What follows belongs to an exercise in optimizing a design on an open flow for small area, a short achievable clock period and few clock cycles; a production flow would make more cautious choices.
Where RTL was checked, it was by simulation tests only, not by an equivalence proof against the original.
The flow treats the clock pin as an ideal source, which a real chip does not have.
No activity file was given, so power comes from the tool's default toggle rates.

==> flow/design.v (excerpt) <==
module mips(
	input wire clk,
	input wire rst,
	output wire [31:0] INST_ADDR,
	input wire [31:0] INST_DATA,
	output wire [31:0] DMEM_ADDR,
	output wire DMEM_WE,
	output wire [31:0] DMEM_WDATA,
	input wire [31:0] DMEM_RDATA
	);
Size in the first run: roughly 6,400 cells after synthesis.
clock: 10.0 ns
lec_check: 0
cap_margin: 20
core_margin: 2
core_utilization: 40
slew_margin: 20
synth_hierarchical: 1
synth_minimum_keep_size: 0
standard.sh (not shown) runs the stock make flow with config.mk's settings and CLKGATE_MAP_FILE= SYNTH_SCRIPT=/design/flow/synth_recipe.tcl, a recipe that flattens the netlist after the stock synthesis.
==> flow/flow/run.sh <==
#!/bin/bash
set -euo pipefail
MARGIN=6.5
bash standard.sh synth > synth.log 2>&1
SYNTH_ODB=orfs/results/sky130hd/mips/base/1_synth.odb openroad -no_init -exit flow/downsize.tcl > downsize.log 2>&1
bash standard.sh SETUP_SLACK_MARGIN=$MARGIN "CTS_ARGS=-sink_clustering_enable -repair_clock_nets -dont_use_dummy_load -buf_list sky130_fd_sc_hd__clkbuf_8 -sink_clustering_size 20" finish > layout.log 2>&1
==> flow/flow/downsize.tcl <==
# Set every combinational cell that synthesis mapped to a larger drive
# strength back to its smallest variant; the timing repair later in the flow
# sizes up the cells that need it.
set odb $::env(SYNTH_ODB)
read_db $odb
set db [ord::get_db]
set n 0
foreach inst [[ord::get_db_block] getInsts] {
  set m [$inst getMaster]
  set name [$m getName]
  if {[regexp {^sky130_fd_sc_hd__(df|edf|sdf|dl|sdl|conb|tap|fill|decap|diode)} $name]} { continue }
  if {[regexp {^(sky130_fd_sc_hd__[a-z0-9]+)_([0-9]+)$} $name -> base size] && $size > 1} {
    foreach s {1 0} {
      set nm [$db findMaster ${base}_$s]
      if {$nm ne "NULL" && $nm ne ""} {
        $inst swapMaster $nm
        incr n
        break
      }
    }
  }
}
puts "downsized $n cells"
write_db $odb
Testbench counts at the start, summed over its fixed seeds: cycles 75,343.
Then changed:
--- a/flow/design.v
+++ b/flow/design.v
@@ -740,22 +740,25 @@
 endmodule
 module g_ha(input a, b, output s, c);
 	assign s = a ^ b;
 	assign c = a & b;
 endmodule
 module g_and3(input a, b, c, output y);
 	assign y = a & b & c;
 endmodule
 module g_mux2(input a0, a1, s, output y);
 	assign y = s ? a1 : a0;
 endmodule
+module g_a221o(input a1, a2, b1, b2, c1, output y);
+	assign y = (a1 & a2) | (b1 & b2) | c1;
+endmodule
 module g_buf(input a, output y);
 	assign y = a;
 endmodule
 module g_rd32f(input [31:0] s, input [31:0] d, output q);
 	wire [15:0] y;
 	wire [3:0] z;
 	wire [1:0] u;
 	genvar i;
 	generate for (i = 0; i < 16; i = i + 1) begin : g
 		g_a22oi a(.a1(s[2*i]), .a2(d[2*i]), .b1(s[2*i+1]), .b2(d[2*i+1]), .y(y[i]));
 	end
@@ -824,32 +827,32 @@
 	ks_add32 add(.a(a), .b(bx), .cin(e_sub), .s(sum), .p(p), .g0(g));
 	wire [31:0] pg = p | g;                           
 	function automatic [31:0] rev32(input [31:0] x);
 		integer k;
 		for (k = 0; k < 32; k = k + 1) rev32[k] = x[31-k];
 	endfunction
 	wire [31:0] sh_in = ({32{h_b}} & e_b) | ({32{h_br}} & rev32(e_b))
 	                  | ({32{h_m}} & m_res) | ({32{h_mr}} & rev32(m_res));
 	wire        sh_fill = e_sra & bx[31];
 	wire [32:0] sh_ext = $signed({sh_fill, sh_in}) >>> sa;
 	wire [31:0] sr = sh_ext[31:0];
-	wire [31:0] oth = ({32{r_slt}} & {31'b0, sum[31]})
-	                | ({32{r_and}} & g)
+	wire [31:0] oth = ({32{r_and}} & g)
 	                | ({32{r_or}}  & pg)
 	                | ({32{r_xor}} & p)
 	                | ({32{r_nor}} & ~pg)
 	                | ({32{r_srl}} & sr)
 	                | ({32{r_sll}} & rev32(sr))
 	                | ({32{r_b}}   & bx);
 	wire [31:0] alu;
-	generate for (gb = 0; gb < 32; gb = gb + 1) begin : res
+	g_a221o r0(.a1(r_add), .a2(sum[0]), .b1(r_slt), .b2(sum[31]), .c1(oth[0]), .y(alu[0]));
+	generate for (gb = 1; gb < 32; gb = gb + 1) begin : res
 		g_a21o r(.a1(r_add), .a2(sum[gb]), .b1(oth[gb]), .y(alu[gb]));
 	end endgenerate
 	wire eq = (c_ab & (e_a == e_b)) | (c_mb & (m_res == e_b))
 	        | (c_am & (e_a == m_res)) | c_mm;
 	wire mis_br = e_br & (eq ^ e_bx);
 	wire mis_jr = (j_a & (e_a != pc)) | (j_m & (m_res != pc));
 	wire mis    = mis_br | mis_jr;
 	wire [31:0] redirect = e_jr ? a : e_x;
 	wire [31:0] m_val = m_ld ? DMEM_RDATA : m_res;
 	wire m_w = (m_rd != 5'd0);
 	assign DMEM_ADDR  = m_res;
The new run ran to the end with no violations.
Wire length goes up by a little under a tenth.
Final cell count grows slightly.
Worst setup slack improves by 0.013 ns.
Clock-buffer cell count came out higher by 5.
Power rose slightly.
Critical path depth goes up by 1.
Via count increases by a few percent.
Utilization went up by 0.13 points.
Worst hold slack is better by 0.099 ns.
Final area came out higher slightly.
Synthesized cell count rises slightly.
Maximum frequency increases slightly.
Only the layout flow was run in the second run of this note; the RTL was not checked for function there.

========
== nickel ==
mips, a different RTL version from the one above (not shown whole).
For scale: ~64000 µm² of cells after synthesis.
clock: 10.0 ns
lec_check: 0
cap_margin: 20
core_margin: 2
core_utilization: 40
place_density: 0.7
slew_margin: 40
synth_hierarchical: 1
synth_minimum_keep_size: 0
==> flow/flow/run.sh <==
#!/bin/bash
set -euo pipefail
MARGIN=6.6
bash standard.sh synth > synth.log 2>&1
SYNTH_ODB=orfs/results/sky130hd/mips/base/1_synth.odb openroad -no_init -exit flow/downsize.tcl > downsize.log 2>&1
bash standard.sh SETUP_SLACK_MARGIN=$MARGIN "CTS_ARGS=-sink_clustering_enable -repair_clock_nets -dont_use_dummy_load -buf_list sky130_fd_sc_hd__clkbuf_8 -sink_clustering_size 20" finish > layout.log 2>&1
Scripts as last shown in full above: flow/flow/downsize.tcl
#### Input delta (garnet over nickel)
--- a/flow/design.v
+++ b/flow/design.v
@@ -858,18 +858,14 @@
 	wire eq = (c_ab & (e_a == e_b)) | (c_mb & (m_res == e_b))
 	        | (c_am & (e_a == m_res)) | c_mm;
 	wire mis_br = e_br & (eq ^ e_bx);
 	wire mis_jr = e_jr & ((j_a & (e_a != pc)) | (j_m & (m_res != pc)));
 	wire mis    = mis_br | mis_jr;
 	wire [31:0] redirect = e_jr ? a : e_x;
 	wire [31:0] m_val = m_ld ? DMEM_RDATA : m_res;
-	wire [31:0] m_valr;
-	generate for (gb = 0; gb < 32; gb = gb + 1) begin : mvr
-		g_mux2 m(.a0(m_res[gb]), .a1(DMEM_RDATA[gb]), .s(m_ld), .y(m_valr[gb]));
-	end endgenerate
 	wire m_w = (m_rd != 5'd0);
 	assign DMEM_ADDR  = m_res;
 	assign DMEM_WE    = m_we;
 	assign DMEM_WDATA = m_wd;
 	wire [31:0] ins = INST_DATA;
 	assign INST_ADDR = pc;
 	wire [5:0]  op  = ins[31:26];
@@ -956,15 +952,15 @@
 	assign sel_b[31] = rt_m;
 	wire [31:0] rs_val, rt_val;
 	generate for (gb = 0; gb < 32; gb = gb + 1) begin : rdp
 		wire [31:0] d;
 		for (gk = 1; gk < 32; gk = gk + 1) begin : c
 			assign d[gk-1] = rf[gk][gb];
 		end
-		assign d[31] = m_valr[gb];
+		assign d[31] = m_val[gb];
 		g_rd32f ua(.s(sel_a), .d(d), .q(rs_val[gb]));
 		g_rd32f ub(.s(sel_b), .d(d), .q(rt_val[gb]));
 	end endgenerate
 	wire e_w = (e_rd != 5'd0);
 	wire rs_e = e_w & (rs == e_rd);
 	wire rt_e = e_w & (rt == e_rd);
 	wire rs_e2;
--- outcome ---
garnet | status: complete | timing, DRC, antenna: pass
The number of max-slew violations in the final report was comparable across nickel and garnet.
Between nickel and garnet, the difference in clock slew seen by the registers of the worst setup and hold paths is negligible.
Total half-perimeter wirelength after legalization and detailed placement: garnet vs nickel down about 1.7%
Measured against each other, nickel and garnet differ in clock skew, the lower figure coming from garnet.
Wire length went down by a few percent going from nickel to garnet.
Lower global routing met1 resource utilization goes to garnet over nickel.
Delta (garnet minus nickel): met2 usage in global routing barely changed; fraction of area in multi-input gates dropped 0.24 points; power dropped 0.40%.
There was hardly any difference in share of total power in sequential cells between nickel and garnet.
On via count of the first global-routing pass, the lower figure sits with nickel, not garnet.
NOTE leakage component of the power nickel->garnet decreased slightly
Status: clock network area share parity (nickel, garnet)
On effective utilization at floorplan, nickel and garnet are basically level.
Testbench counts of garnet, summed over its fixed seeds: cycles 74,576.
No functional check of the RTL was part of nickel.

========
the previous run:
Another version of the RTL of mips (not shown whole).
For scale: ~6400 cells after synthesis, ~160 I/O pins.
==> flow/config.mk <==
export PLATFORM = sky130hd
export DESIGN_NAME = mips
export DESIGN_NICKNAME = mips
export VERILOG_FILES = /design/flow/design.v
export SDC_FILE = /design/flow/constraint.sdc
export NUM_CORES = 8
export LEC_CHECK = 0
export CAP_MARGIN = 20
export CORE_MARGIN = 2
export CORE_UTILIZATION = 40
export SLEW_MARGIN = 20
export SYNTH_HIERARCHICAL = 1
export SYNTH_MINIMUM_KEEP_SIZE = 0
==> flow/constraint.sdc <==
create_clock -name core_clock -period 10.0 [get_ports {clk}]
set_input_delay 2.0000 -clock core_clock [delete_from_list [all_inputs] [get_ports {clk}]]
set_output_delay 2.0000 -clock core_clock [all_outputs]
set_load 0.01 [all_outputs]
==> flow/flow/run.sh <==
#!/bin/bash
set -euo pipefail
MARGIN=6.5
bash standard.sh synth > synth.log 2>&1
SYNTH_ODB=orfs/results/sky130hd/mips/base/1_synth.odb openroad -no_init -exit flow/downsize.tcl > downsize.log 2>&1
export RC_SCALE=1.2
H=$PWD/flow/rcscale.tcl
bash standard.sh SETUP_SLACK_MARGIN=$MARGIN "CTS_ARGS=-sink_clustering_enable -repair_clock_nets -dont_use_dummy_load -buf_list sky130_fd_sc_hd__clkbuf_8 -sink_clustering_size 20" \
  PRE_FLOORPLAN_TCL=$H PRE_GLOBAL_PLACE_TCL=$H PRE_RESIZE_TCL=$H PRE_CTS_TCL=$H PRE_GLOBAL_ROUTE_TCL=$H \
  finish > layout.log 2>&1
==> flow/flow/rcscale.tcl <==
set k $::env(RC_SCALE)
foreach {layer c r} {
  li1  1.499e-04   7.176e-02
  met1 1.72375e-04 8.929e-04
  met2 1.36233e-04 8.929e-04
  met3 2.14962e-04 1.567e-04
  met4 1.48128e-04 1.567e-04
  met5 1.54087e-04 1.781e-05
} {
  set_layer_rc -layer $layer -capacitance [expr {$c * $k}] -resistance [expr {$r * $k}]
}
set_wire_rc -signal -layer met1
set_wire_rc -clock -layer met3
Scripts as last shown in full above: flow/flow/downsize.tcl
The previous run closes out successfully: all stages finished, all timing, DRC and antenna checks passed.
Changes in the current run relative to the previous run:
--- a/flow/design.v
+++ b/flow/design.v
@@ -745,12 +745,15 @@
 module g_and3(input a, b, c, output y);
 	assign y = a & b & c;
 endmodule
 module g_mux2(input a0, a1, s, output y);
 	assign y = s ? a1 : a0;
 endmodule
+module g_a221o(input a1, a2, b1, b2, c1, output y);
+	assign y = (a1 & a2) | (b1 & b2) | c1;
+endmodule
 module g_buf(input a, output y);
 	assign y = a;
 endmodule
 module g_rd32f(input [31:0] s, input [31:0] d, output q);
 	wire [15:0] y;
 	wire [3:0] z;
@@ -794,12 +797,14 @@
 	genvar gk, gb;
 	reg  [31:0] pc;
 	reg  [31:0] ras;
 	reg         e_ld, e_st, e_br, e_bx, e_jr;      
 	reg  [4:0]  e_rd;                    
 	reg         e_fa_lo, e_fa_hi;
+	reg         c_ab, c_mb, c_am, c_mm;
+	reg         j_a, j_m;                
 	reg         e_fb;                    
 	reg         x_b, x_bn, x_m, x_mn, x_i, x_in;
 	reg         h_b, h_br, h_m, h_mr;
 	reg         e_sub;                   
 	reg         s_m, s_a, s_c;
 	reg         r_add, r_slt, r_and, r_or, r_xor, r_nor, r_srl, r_sll, r_b;
@@ -827,28 +832,28 @@
 	endfunction
 	wire [31:0] sh_in = ({32{h_b}} & e_b) | ({32{h_br}} & rev32(e_b))
 	                  | ({32{h_m}} & m_res) | ({32{h_mr}} & rev32(m_res));
 	wire        sh_fill = e_sra & bx[31];
 	wire [32:0] sh_ext = $signed({sh_fill, sh_in}) >>> sa;
 	wire [31:0] sr = sh_ext[31:0];
-	wire [31:0] oth = ({32{r_slt}} & {31'b0, sum[31]})
-	                | ({32{r_and}} & g)
+	wire [31:0] oth = ({32{r_and}} & g)
 	                | ({32{r_or}}  & pg)
 	                | ({32{r_xor}} & p)
 	                | ({32{r_nor}} & ~pg)
 	                | ({32{r_srl}} & sr)
 	                | ({32{r_sll}} & rev32(sr))
 	                | ({32{r_b}}   & bx);
 	wire [31:0] alu;
-	generate for (gb = 0; gb < 32; gb = gb + 1) begin : res
+	g_a221o r0(.a1(r_add), .a2(sum[0]), .b1(r_slt), .b2(sum[31]), .c1(oth[0]), .y(alu[0]));
+	generate for (gb = 1; gb < 32; gb = gb + 1) begin : res
 		g_a21o r(.a1(r_add), .a2(sum[gb]), .b1(oth[gb]), .y(alu[gb]));
 	end endgenerate
-	wire [31:0] bf = e_fb ? m_res : e_b;             
-	wire eq = (a == bf);
+	wire eq = (c_ab & (e_a == e_b)) | (c_mb & (m_res == e_b))
+	        | (c_am & (e_a == m_res)) | c_mm;
 	wire mis_br = e_br & (eq ^ e_bx);
-	wire mis_jr = e_jr & (a != pc);
+	wire mis_jr = (j_a & (e_a != pc)) | (j_m & (m_res != pc));
 	wire mis    = mis_br | mis_jr;
 	wire [31:0] redirect = e_jr ? a : e_x;
 	wire [31:0] m_val = m_ld ? DMEM_RDATA : m_res;
 	wire m_w = (m_rd != 5'd0);
 	assign DMEM_ADDR  = m_res;
 	assign DMEM_WE    = m_we;
@@ -983,36 +988,44 @@
 			if (is_jal | is_jalr) ras <= pc4;
 		end
 	end
 	always @(posedge clk or posedge rst) begin
 		if (rst) begin
 			{e_ld, e_st, e_br, e_bx, e_jr} <= 5'b0;
+			{j_a, j_m} <= 2'b0;
 			e_rd <= 5'd0;
 			m_we <= 1'b0;
 			m_ld <= 1'b0;
 			m_rd <= 5'd0;
 		end else begin
 			if (adv) begin
 				e_ld <= is_lw;
 				e_st <= is_sw;
 				e_br <= is_br;
 				e_bx <= is_bne ^ pred_t;
 				e_jr <= is_jr | is_jalr;
+				j_a <= (is_jr | is_jalr) & ~rs_e;
+				j_m <= (is_jr | is_jalr) & rs_e;
 				e_rd <= dst;
 			end else begin
 				{e_ld, e_st, e_br, e_bx, e_jr} <= 5'b0;
-					e_rd <= 5'd0;
+				{j_a, j_m} <= 2'b0;
+				e_rd <= 5'd0;
 			end
 			m_we <= e_st;
 			m_ld <= e_ld;
 			m_rd <= e_rd;
 		end
 	end
 	always @(posedge clk) begin
 		e_fa_lo <= rs_e;
 		e_fa_hi <= rs_e2;
+		c_ab  <= ~rs_e & ~rt_e;
+		c_mb  <= rs_e & ~rt_e;
+		c_am  <= ~rs_e & rt_e;
+		c_mm  <= rs_e & rt_e;
 		e_fb  <= rt_e;
 		x_b   <= ~ui & ~rt_e & ~f_sub;
 		x_bn  <= ~ui & ~rt_e & f_sub;
 		x_m   <= ~ui & rt_e & ~f_sub;
 		x_mn  <= ~ui & rt_e & f_sub;
 		x_i   <= ui & ~f_sub;
@@ -1037,13 +1050,13 @@
 		e_sra <= f_sra;
 		r_b   <= f_b;
 		e_a   <= rs_val;
 		e_b   <= rt_val;
 		e_x   <= is_br ? (pred_t ? pc4 : btgt) : immv;
 		m_res <= alu;
-		m_wd  <= bf;
+		m_wd  <= e_fb ? m_res : e_b;
 	end
 	always @(posedge clk or posedge rst) begin
 		if (rst) rf_v <= 31'b0;
 		else if (m_w) rf_v[m_rd] <= 1'b1;
 	end
 	generate for (gk = 1; gk < 32; gk = gk + 1) begin : wr
## What came out
The current run: switching power of the nets 4.7% above the previous run
Re overall routing resource usage: the previous run and the current run aren't equal, and the lower value belongs to the previous run.
The current run vs. the previous run: clock latency at the later pin of the worst-skew pair did not really move; final period utilization went up.
Comparing pin count of the biggest net entering global routing for the previous run and the current run, the smaller number came from the previous run.
Delta (the current run minus the previous run): wire length on met2 increased 5.5%; share of total power in the clock network essentially unchanged; total design power increased 2.2%; number of vias in the routed layout increased 1747; non-clock buffer count decreased 95.
Comparing the previous run and the current run, the higher number of buffers created by CTS is on the current run.
Summary of the comparison: number of placed cells counting well taps is higher in the current run, relative to the previous run.
No functional check of the RTL was part of any run of this note.

## static timing again, ports no longer ideal
No port has a modelled driver above. Below, the same layouts with a new extraction and two added sets of constraints.
Step 1: set_driving_cell puts a clkbuf_16 on clk and a buf_2 on each other input, an assumption about the parent block.
Step 2 moves the port delays by t, midway between the first and last clock arrival at a register: inputs arrive t later, outputs are due t later. That takes back most of the time a late clock gives input paths.
Slacks: ideal ports / drivers / drivers and shift; pairs: ideal ports / drivers.
| run | shift t [ns] | setup WS [ns] | slew at the worst register clock pin (ns) |
|---|---|---|---|
| the first run of note 1 | 1.011 | 6.344 / 6.265 / 5.360 | 0.07 / 0.07 |
| the second run of note 1 | 1.026 | 6.356 / 6.273 / 5.387 | 0.07 / 0.07 |
| nickel | 1.016 | 6.392 / 6.312 / 5.429 | 0.07 / 0.07 |
| garnet | 1.028 | 6.369 / 6.283 / 5.474 | 0.07 / 0.07 |
| the previous run | 1.054 | 6.376 / 6.295 / 5.392 | 0.06 / 0.06 |
| the current run | 1.069 | 6.270 / 6.195 / 5.373 | 0.07 / 0.07 |
After both steps setup and hold are still met in every run listed.
